Context: an optimization exercise on an open-source flow, tuned for small area. The choices shown serve that exercise and are no tape-out recipe. In this exercise RTL edits were held to simulation tests only and were not proved equivalent to the original. No activity file was given, so power comes from the tool's default toggle rates.

==> inputs of try-sierra <==
==> flow/design.v <==
module cic_filter (
	clk,
	in_data,
	load,
	c0, c3, c03,
	c1, c2, c12,
	out_data);
	input		clk;
	input		in_data;		 
	input		load;			 
	input	[9:0]	c0, c3, c03;
	input	[11:0]	c1, c2, c12;
	output	[15:0]	out_data;
	reg [41:1]  dl;			 
	reg         s0, s3, s03;	 
	reg         s1, s2, s12;	 
	reg [16:0]  acc;
	wire d0  = s0 | s03;		 
	wire d14 = s1 | s12;		 
	wire d28 = s2 | s12;		 
	wire [9:0]  a = ({10{s0}} & c0) | ({10{s3}} & c3) | ({10{s03}} & c03);
	wire [11:0] b = ({12{s1}} & c1) | ({12{s2}} & c2) | ({12{s12}} & c12);
	wire [16:0] p  = load ? 17'd0 : acc;
	wire [16:0] na = ~{7'd0, a};
	wire [16:0] nb = ~{5'd0, b};
	wire [16:0] s  = p ^ na ^ nb;
	wire [16:0] cy = (p & na) | (p & nb) | (na & nb);
	wire [16:0] q  = {cy[15:0], 1'b1};
	wire [17:0] c;
	wire [16:0] sum;
	assign c[0] = 1'b1;
	genvar i;
	generate
		for (i = 0; i < 17; i = i + 1) begin : rc
			assign sum[i]   = s[i] ^ q[i] ^ c[i];
			assign c[i+1] = (s[i] & q[i]) | (s[i] & c[i]) | (q[i] & c[i]);
		end
	endgenerate
	always @(posedge clk) begin
		dl  <= {dl[40:29], d28, dl[27:15], d14, dl[13:1], d0};
		s0  <= in_data & ~dl[41];
		s3  <= ~in_data & dl[41];
		s03 <= in_data & dl[41];
		s1  <= dl[13] & ~dl[27];
		s2  <= ~dl[13] & dl[27];
		s12 <= dl[13] & dl[27];
		acc <= sum;
	end
	assign out_data = acc[16:1];
endmodule
module mic_cicfilter_connection (ph, v, c0, c3, c03, c1, c2, c12);
	input  [3:0]  ph;
	input  [3:0]  v;
	output [9:0]  c0, c3, c03;
	output [11:0] c1, c2, c12;
	reg [9:0]  h0, h3, h03;
	reg [11:0] h1, h2, h12;
	always @(*) begin
		case (ph)
		4'd0: begin h0 = 10'd560; h3 = 10'd0; h03 = 10'd560; h1 = 12'd1820; h2 = 12'd364; h12 = 12'd2184; end
		4'd1: begin h0 = 10'd455; h3 = 10'd0; h03 = 10'd455; h1 = 12'd1834; h2 = 12'd455; h12 = 12'd2289; end
		4'd2: begin h0 = 10'd364; h3 = 10'd0; h03 = 10'd364; h1 = 12'd1820; h2 = 12'd560; h12 = 12'd2380; end
		4'd3: begin h0 = 10'd286; h3 = 10'd1; h03 = 10'd287; h1 = 12'd1781; h2 = 12'd676; h12 = 12'd2457; end
		4'd4: begin h0 = 10'd220; h3 = 10'd4; h03 = 10'd224; h1 = 12'd1720; h2 = 12'd800; h12 = 12'd2520; end
		4'd5: begin h0 = 10'd165; h3 = 10'd10; h03 = 10'd175; h1 = 12'd1640; h2 = 12'd929; h12 = 12'd2569; end
		4'd6: begin h0 = 10'd120; h3 = 10'd20; h03 = 10'd140; h1 = 12'd1544; h2 = 12'd1060; h12 = 12'd2604; end
		4'd7: begin h0 = 10'd84; h3 = 10'd35; h03 = 10'd119; h1 = 12'd1435; h2 = 12'd1190; h12 = 12'd2625; end
		4'd8: begin h0 = 10'd56; h3 = 10'd56; h03 = 10'd112; h1 = 12'd1316; h2 = 12'd1316; h12 = 12'd2632; end
		4'd9: begin h0 = 10'd35; h3 = 10'd84; h03 = 10'd119; h1 = 12'd1190; h2 = 12'd1435; h12 = 12'd2625; end
		4'd10: begin h0 = 10'd20; h3 = 10'd120; h03 = 10'd140; h1 = 12'd1060; h2 = 12'd1544; h12 = 12'd2604; end
		4'd11: begin h0 = 10'd10; h3 = 10'd165; h03 = 10'd175; h1 = 12'd929; h2 = 12'd1640; h12 = 12'd2569; end
		4'd12: begin h0 = 10'd4; h3 = 10'd220; h03 = 10'd224; h1 = 12'd800; h2 = 12'd1720; h12 = 12'd2520; end
		4'd13: begin h0 = 10'd1; h3 = 10'd286; h03 = 10'd287; h1 = 12'd676; h2 = 12'd1781; h12 = 12'd2457; end
		default: begin h0 = 10'd0; h3 = 10'd0; h03 = 10'd0; h1 = 12'd0; h2 = 12'd0; h12 = 12'd0; end
		endcase
	end
	assign c0  = v[0] ? h0 : 10'd0;
	assign c3  = v[3] ? h3 : 10'd0;
	assign c03 = v[3] ? h03 : c0;
	assign c1  = v[1] ? h1 : 12'd0;
	assign c2  = v[2] ? h2 : 12'd0;
	assign c12 = v[2] ? h12 : c1;
endmodule
module mic_array_cic(clk, rst_n, pdm_in, filter_out, out_valid);
	input clk;
	input rst_n;			 
	input [15:0] pdm_in;
	output [255:0] filter_out;
	output out_valid;
	reg [3:0] ph;			 
	reg       first;		 
	reg [3:1] vm;			 
	reg       vld;
	always @(posedge clk) begin
		if (!rst_n) begin
			ph    <= 4'd13;
			first <= 1'b1;
			vm    <= 3'd0;
			vld   <= 1'b0;
		end
		else begin
			ph    <= (ph == 4'd13) ? 4'd0 : ph + 4'd1;
			first <= 1'b0;
			if (ph == 4'd13 && !first)
				vm <= {vm[2:1], 1'b1};
			vld   <= (ph == 4'd13);
		end
	end
	assign out_valid = vld;
	wire load = first | (ph == 4'd0);
	wire [9:0]  c0, c3, c03;
	wire [11:0] c1, c2, c12;
	mic_cicfilter_connection coef(.ph(ph), .v({vm, ~first}),
		.c0(c0), .c3(c3), .c03(c03), .c1(c1), .c2(c2), .c12(c12));
	genvar g;
	generate
		for (g = 0; g < 16; g = g + 1) begin : ch
			cic_filter f(.clk(clk), .in_data(pdm_in[g]), .load(load),
				.c0(c0), .c3(c3), .c03(c03), .c1(c1), .c2(c2), .c12(c12),
				.out_data(filter_out[16*g +: 16]));
		end
	endgenerate
endmodule
==> flow/flow/run.sh <==
#!/bin/bash
# The standard layout (the standard.sh), with one change: the buffer that
# placement puts on every input and output port is the smallest plain buffer
# (buf_1) instead of the cell buffer_ports picks by itself.
set -euo pipefail
export BUFFER_PORTS_ARGS="-buffer_cell sky130_fd_sc_hd__buf_1"
bash standard.sh > standard.log 2>&1
==> flow/standard.sh <==
#!/bin/bash
# synth_recipe.tcl (not shown) runs the flow's synth.tcl, then flattens the netlist and writes it again
# the make line also repeats each setting of config.mk as NAME=value (left out here)
make -C /OpenROAD-flow-scripts/flow DESIGN_CONFIG=/design/flow/config.mk WORK_HOME=/design/flow/orfs CLKGATE_MAP_FILE= SYNTH_SCRIPT=/design/flow/synth_recipe.tcl "${@:-finish}"
==> flow/config.mk <==
export PLATFORM = sky130hd
export DESIGN_NAME = mic_array_cic
export DESIGN_NICKNAME = mic_array_cic
export VERILOG_FILES = /design/flow/design.v
export SDC_FILE = /design/flow/constraint.sdc
export NUM_CORES = 4
export LEC_CHECK = 0
export CAP_MARGIN = 20
export CORE_MARGIN = 2
export CORE_UTILIZATION = 40
export SLEW_MARGIN = 20
==> flow/constraint.sdc <==
create_clock -name core_clock -period 10.0 [get_ports {clk}]
set_input_delay 2.0000 -clock core_clock [delete_from_list [all_inputs] [get_ports {clk}]]
set_output_delay 2.0000 -clock core_clock [all_outputs]
set_load 0.01 [all_outputs]
==> try-indigo: changes against try-sierra <==
--- a/flow/design.v
+++ b/flow/design.v
@@ -14,24 +14,24 @@
 	reg [41:1]  dl;			 
 	reg         s0, s3, s03;	 
 	reg         s1, s2, s12;	 
-	reg [16:0]  acc;
+	reg [15:0]  acc;
 	wire d0  = s0 | s03;		 
 	wire d14 = s1 | s12;		 
 	wire d28 = s2 | s12;		 
 	wire [9:0]  a = ({10{s0}} & c0) | ({10{s3}} & c3) | ({10{s03}} & c03);
 	wire [11:0] b = ({12{s1}} & c1) | ({12{s2}} & c2) | ({12{s12}} & c12);
-	wire [16:0] p  = load ? 17'd0 : acc;
-	wire [16:0] na = ~{7'd0, a};
-	wire [16:0] nb = ~{5'd0, b};
-	wire [16:0] s  = p ^ na ^ nb;
-	wire [16:0] cy = (p & na) | (p & nb) | (na & nb);
-	wire [16:0] q  = {cy[15:0], 1'b1};
-	wire [17:0] c;
-	wire [16:0] sum;
+	wire [15:0] p  = load ? 16'd0 : acc;
+	wire [15:0] na = ~{6'd0, a};
+	wire [15:0] nb = ~{4'd0, b};
+	wire [15:0] s  = p ^ na ^ nb;
+	wire [15:0] cy = (p & na) | (p & nb) | (na & nb);
+	wire [15:0] q  = {cy[14:0], 1'b1};
+	wire [16:0] c;
+	wire [15:0] sum;
 	assign c[0] = 1'b1;
 	genvar i;
 	generate
-		for (i = 0; i < 17; i = i + 1) begin : rc
+		for (i = 0; i < 16; i = i + 1) begin : rc
 			assign sum[i]   = s[i] ^ q[i] ^ c[i];
 			assign c[i+1] = (s[i] & q[i]) | (s[i] & c[i]) | (q[i] & c[i]);
 		end
@@ -46,7 +46,7 @@
 		s12 <= dl[13] & dl[27];
 		acc <= sum;
 	end
-	assign out_data = acc[16:1];
+	assign out_data = {acc != 16'd0, acc[15:1]};
 endmodule
 module mic_cicfilter_connection (ph, v, c0, c3, c03, c1, c2, c12);
 	input  [3:0]  ph;
CTS_CLUSTER_DIAMETER = 100   (was unset)
CTS_CLUSTER_SIZE = 30   (was unset)
SYNTH_HIERARCHICAL = 1   (was unset)
==> try-raven: changes against try-sierra <==
--- a/flow/design.v
+++ b/flow/design.v
@@ -14,24 +14,24 @@
 	reg [41:1]  dl;			 
 	reg         s0, s3, s03;	 
 	reg         s1, s2, s12;	 
-	reg [16:0]  acc;
+	reg [15:0]  acc;
 	wire d0  = s0 | s03;		 
 	wire d14 = s1 | s12;		 
 	wire d28 = s2 | s12;		 
 	wire [9:0]  a = ({10{s0}} & c0) | ({10{s3}} & c3) | ({10{s03}} & c03);
 	wire [11:0] b = ({12{s1}} & c1) | ({12{s2}} & c2) | ({12{s12}} & c12);
-	wire [16:0] p  = load ? 17'd0 : acc;
-	wire [16:0] na = ~{7'd0, a};
-	wire [16:0] nb = ~{5'd0, b};
-	wire [16:0] s  = p ^ na ^ nb;
-	wire [16:0] cy = (p & na) | (p & nb) | (na & nb);
-	wire [16:0] q  = {cy[15:0], 1'b1};
-	wire [17:0] c;
-	wire [16:0] sum;
+	wire [15:0] p  = load ? 16'd0 : acc;
+	wire [15:0] na = ~{6'd0, a};
+	wire [15:0] nb = ~{4'd0, b};
+	wire [15:0] s  = p ^ na ^ nb;
+	wire [15:0] cy = (p & na) | (p & nb) | (na & nb);
+	wire [15:0] q  = {cy[14:0], 1'b1};
+	wire [16:0] c;
+	wire [15:0] sum;
 	assign c[0] = 1'b1;
 	genvar i;
 	generate
-		for (i = 0; i < 17; i = i + 1) begin : rc
+		for (i = 0; i < 16; i = i + 1) begin : rc
 			assign sum[i]   = s[i] ^ q[i] ^ c[i];
 			assign c[i+1] = (s[i] & q[i]) | (s[i] & c[i]) | (q[i] & c[i]);
 		end
@@ -46,7 +46,7 @@
 		s12 <= dl[13] & dl[27];
 		acc <= sum;
 	end
-	assign out_data = acc[16:1];
+	assign out_data = {acc != 16'd0, acc[15:1]};
 endmodule
 module mic_cicfilter_connection (ph, v, c0, c3, c03, c1, c2, c12);
 	input  [3:0]  ph;
CTS_CLUSTER_DIAMETER = 100   (was unset)
CTS_CLUSTER_SIZE = 30   (was unset)
==> try-zinc: changes against try-sierra <==
==> flow/design.v (replaced) <==
module cic_filter (
	clk,
	in_data,
	load,
	c0, c3, c03,
	c1, c2, c12,
	out_data);
	input		clk;
	input		in_data;		 
	input		load;			 
	input	[9:0]	c0, c3, c03;
	input	[11:0]	c1, c2, c12;
	output	[15:0]	out_data;
	reg [42:0] dl;
	reg [16:0] acc;
	wire b0 = dl[0], b1 = dl[14], b2 = dl[28], b3 = dl[42];
	wire [9:0]  a = ({10{b0 & ~b3}} & c0) | ({10{~b0 & b3}} & c3) | ({10{b0 & b3}} & c03);
	wire [11:0] b = ({12{b1 & ~b2}} & c1) | ({12{~b1 & b2}} & c2) | ({12{b1 & b2}} & c12);
	wire [16:0] p  = load ? 17'd0 : acc;
	wire [16:0] na = ~{7'd0, a};
	wire [16:0] nb = ~{5'd0, b};
	wire [16:0] s  = p ^ na ^ nb;
	wire [16:0] cy = (p & na) | (p & nb) | (na & nb);
	wire [16:0] q  = {cy[15:0], 1'b1};
	wire [17:0] c;
	wire [16:0] sum;
	assign c[0] = 1'b1;
	genvar i;
	generate
		for (i = 0; i < 17; i = i + 1) begin : rc
			assign sum[i]   = s[i] ^ q[i] ^ c[i];
			assign c[i+1] = (s[i] & q[i]) | (s[i] & c[i]) | (q[i] & c[i]);
		end
	endgenerate
	always @(posedge clk) begin
		dl  <= {dl[41:0], in_data};
		acc <= sum;
	end
	assign out_data = acc[16:1];
endmodule
module mic_cicfilter_connection (ph, v, c0, c3, c03, c1, c2, c12);
	input  [3:0]  ph;
	input  [3:0]  v;
	output [9:0]  c0, c3, c03;
	output [11:0] c1, c2, c12;
	reg [10:0] h0, h1, h2, h3;
	always @(*) begin
		case (ph)
		4'd0: begin h0 = 11'd560; h1 = 11'd1820; h2 = 11'd364; h3 = 11'd0; end
		4'd1: begin h0 = 11'd455; h1 = 11'd1834; h2 = 11'd455; h3 = 11'd0; end
		4'd2: begin h0 = 11'd364; h1 = 11'd1820; h2 = 11'd560; h3 = 11'd0; end
		4'd3: begin h0 = 11'd286; h1 = 11'd1781; h2 = 11'd676; h3 = 11'd1; end
		4'd4: begin h0 = 11'd220; h1 = 11'd1720; h2 = 11'd800; h3 = 11'd4; end
		4'd5: begin h0 = 11'd165; h1 = 11'd1640; h2 = 11'd929; h3 = 11'd10; end
		4'd6: begin h0 = 11'd120; h1 = 11'd1544; h2 = 11'd1060; h3 = 11'd20; end
		4'd7: begin h0 = 11'd84; h1 = 11'd1435; h2 = 11'd1190; h3 = 11'd35; end
		4'd8: begin h0 = 11'd56; h1 = 11'd1316; h2 = 11'd1316; h3 = 11'd56; end
		4'd9: begin h0 = 11'd35; h1 = 11'd1190; h2 = 11'd1435; h3 = 11'd84; end
		4'd10: begin h0 = 11'd20; h1 = 11'd1060; h2 = 11'd1544; h3 = 11'd120; end
		4'd11: begin h0 = 11'd10; h1 = 11'd929; h2 = 11'd1640; h3 = 11'd165; end
		4'd12: begin h0 = 11'd4; h1 = 11'd800; h2 = 11'd1720; h3 = 11'd220; end
		4'd13: begin h0 = 11'd1; h1 = 11'd676; h2 = 11'd1781; h3 = 11'd286; end
		default: begin h0 = 11'd0; h1 = 11'd0; h2 = 11'd0; h3 = 11'd0; end
		endcase
	end
	wire [10:0] e0 = v[0] ? h0 : 11'd0;
	wire [10:0] e1 = v[1] ? h1 : 11'd0;
	wire [10:0] e2 = v[2] ? h2 : 11'd0;
	wire [10:0] e3 = v[3] ? h3 : 11'd0;
	wire [11:0] s03 = e0 + e3;
	wire [11:0] s12 = e1 + e2;
	assign c0  = e0[9:0];
	assign c3  = e3[9:0];
	assign c03 = s03[9:0];
	assign c1  = {1'b0, e1};
	assign c2  = {1'b0, e2};
	assign c12 = s12;
endmodule
module mic_array_cic(clk, rst_n, pdm_in, filter_out, out_valid);
	input clk;
	input rst_n;			 
	input [15:0] pdm_in;
	output [255:0] filter_out;
	output out_valid;
	reg [3:0] ph;			 
	reg       first;		 
	reg [3:1] vm;			 
	reg       vld;
	always @(posedge clk) begin
		if (!rst_n) begin
			ph    <= 4'd13;
			first <= 1'b1;
			vm    <= 3'd0;
			vld   <= 1'b0;
		end
		else begin
			ph    <= (ph == 4'd13) ? 4'd0 : ph + 4'd1;
			first <= 1'b0;
			if (ph == 4'd13 && !first)
				vm <= {vm[2:1], 1'b1};
			vld   <= (ph == 4'd13);
		end
	end
	assign out_valid = vld;
	wire load = first | (ph == 4'd0);
	wire [9:0]  c0, c3, c03;
	wire [11:0] c1, c2, c12;
	mic_cicfilter_connection coef(.ph(ph), .v({vm, ~first}),
		.c0(c0), .c3(c3), .c03(c03), .c1(c1), .c2(c2), .c12(c12));
	genvar g;
	generate
		for (g = 0; g < 16; g = g + 1) begin : ch
			cic_filter f(.clk(clk), .in_data(pdm_in[g]), .load(load),
				.c0(c0), .c3(c3), .c03(c03), .c1(c1), .c2(c2), .c12(c12),
				.out_data(filter_out[16*g +: 16]));
		end
	endgenerate
endmodule
==> flow/run.sh (new file) <==
#!/bin/bash
# synth_recipe.tcl (not shown) runs the flow's synth.tcl, then flattens the netlist and writes it again
# the make line also repeats each setting of config.mk as NAME=value (left out here)
make -C /OpenROAD-flow-scripts/flow DESIGN_CONFIG=/design/flow/config.mk WORK_HOME=/design/flow/orfs CLKGATE_MAP_FILE= SYNTH_SCRIPT=/design/flow/synth_recipe.tcl finish
removed: flow/flow/run.sh
removed: flow/standard.sh
==> comparison table <==
Part of the power in registers: try-raven 0.456; try-indigo 0.504; try-sierra 0.394; try-zinc 0.370
Worst-path cell with the longest stage delay: try-raven nor2_2; try-indigo a21o_1; try-sierra mux4_2; try-zinc dfxtp_1
Setup Skew: try-raven 0.0322 ns; try-indigo 0.0248 ns; try-sierra 0.0325 ns; try-zinc 0.0363 ns
Final Hold Slack: try-raven 0.325 ns; try-indigo 0.321 ns; try-sierra 0.300 ns; try-zinc 0.305 ns
Leakage power figure: try-raven 16.3 nW; try-indigo 15.6 nW; try-sierra 17.8 nW; try-zinc 19.4 nW
Worst EP required: try-raven 10.54 ns; try-indigo 10.55 ns; try-sierra 10.59 ns; try-zinc 10.63 ns
Result of the run: try-raven finished clean; try-indigo finished clean; try-sierra finished clean; try-zinc finished clean
Half-perimeter wire length of the detailed placement result: try-raven 81.1 mm; try-indigo 76.0 mm; try-sierra 79.3 mm; try-zinc 83.7 mm
Startpoint of the lowest-slack register-to-register path: try-raven ph[1]$_SDFF_PP0_; try-indigo ph[2]$_SDFF_PN1_; try-sierra ph[2]$_SDFF_PN1_; try-zinc ph[0]$_SDFF_PN1_
WL/cell: try-raven 26.7 microns; try-indigo 26.7 microns; try-sierra 25.3 microns; try-zinc 23.4 microns
Total Die Area: try-raven 0.101 sq mm; try-indigo 0.100 sq mm; try-sierra 0.102 sq mm; try-zinc 0.106 sq mm
Min-Delay Startpoint: try-raven ch[15].f.dl[7]$_DFF_P_; try-indigo ch[12].f.dl[26]$_DFF_P_; try-sierra ch[13].f.dl[26]$_DFF_P_; try-zinc ch[3].f.dl[5]$_DFF_P_

[re-timing with driven ports]
In the flow no input, the clock included, has a driving cell. The finished layouts below were timed again as built, in two steps.
Step 1, drivers: a clkbuf_16 drives clk and a buf_2 each remaining input, both assumed.
Step 2 times the ports against the registers' clock, not the clock port: input delays grow and output delays shrink by t, the midpoint of the rising clock arrivals with the driver on.
Three values: no drivers, after step 1, after step 2; two values: the first two.
run | t (ns) | setup WS [ns] | hold WS [ns] | worst data-port slew with drivers (ns) | cell pins on the clock port's net
try-sierra | 0.733 | 1.338 / 1.338 / 1.338 | 0.300 / 0.300 / 0.300 | 0.11 | 1
try-indigo | 0.685 | 1.023 / 1.023 / 1.023 | 0.321 / 0.321 / 0.321 | 0.15 | 1
try-raven | 0.686 | 1.080 / 1.080 / 1.080 | 0.325 / 0.325 / 0.325 | 0.11 | 1
try-zinc | 0.750 | 0.589 / 0.589 / 0.589 | 0.305 / 0.305 / 0.305 | 0.11 | 1
After both steps every run listed still meets setup and hold.
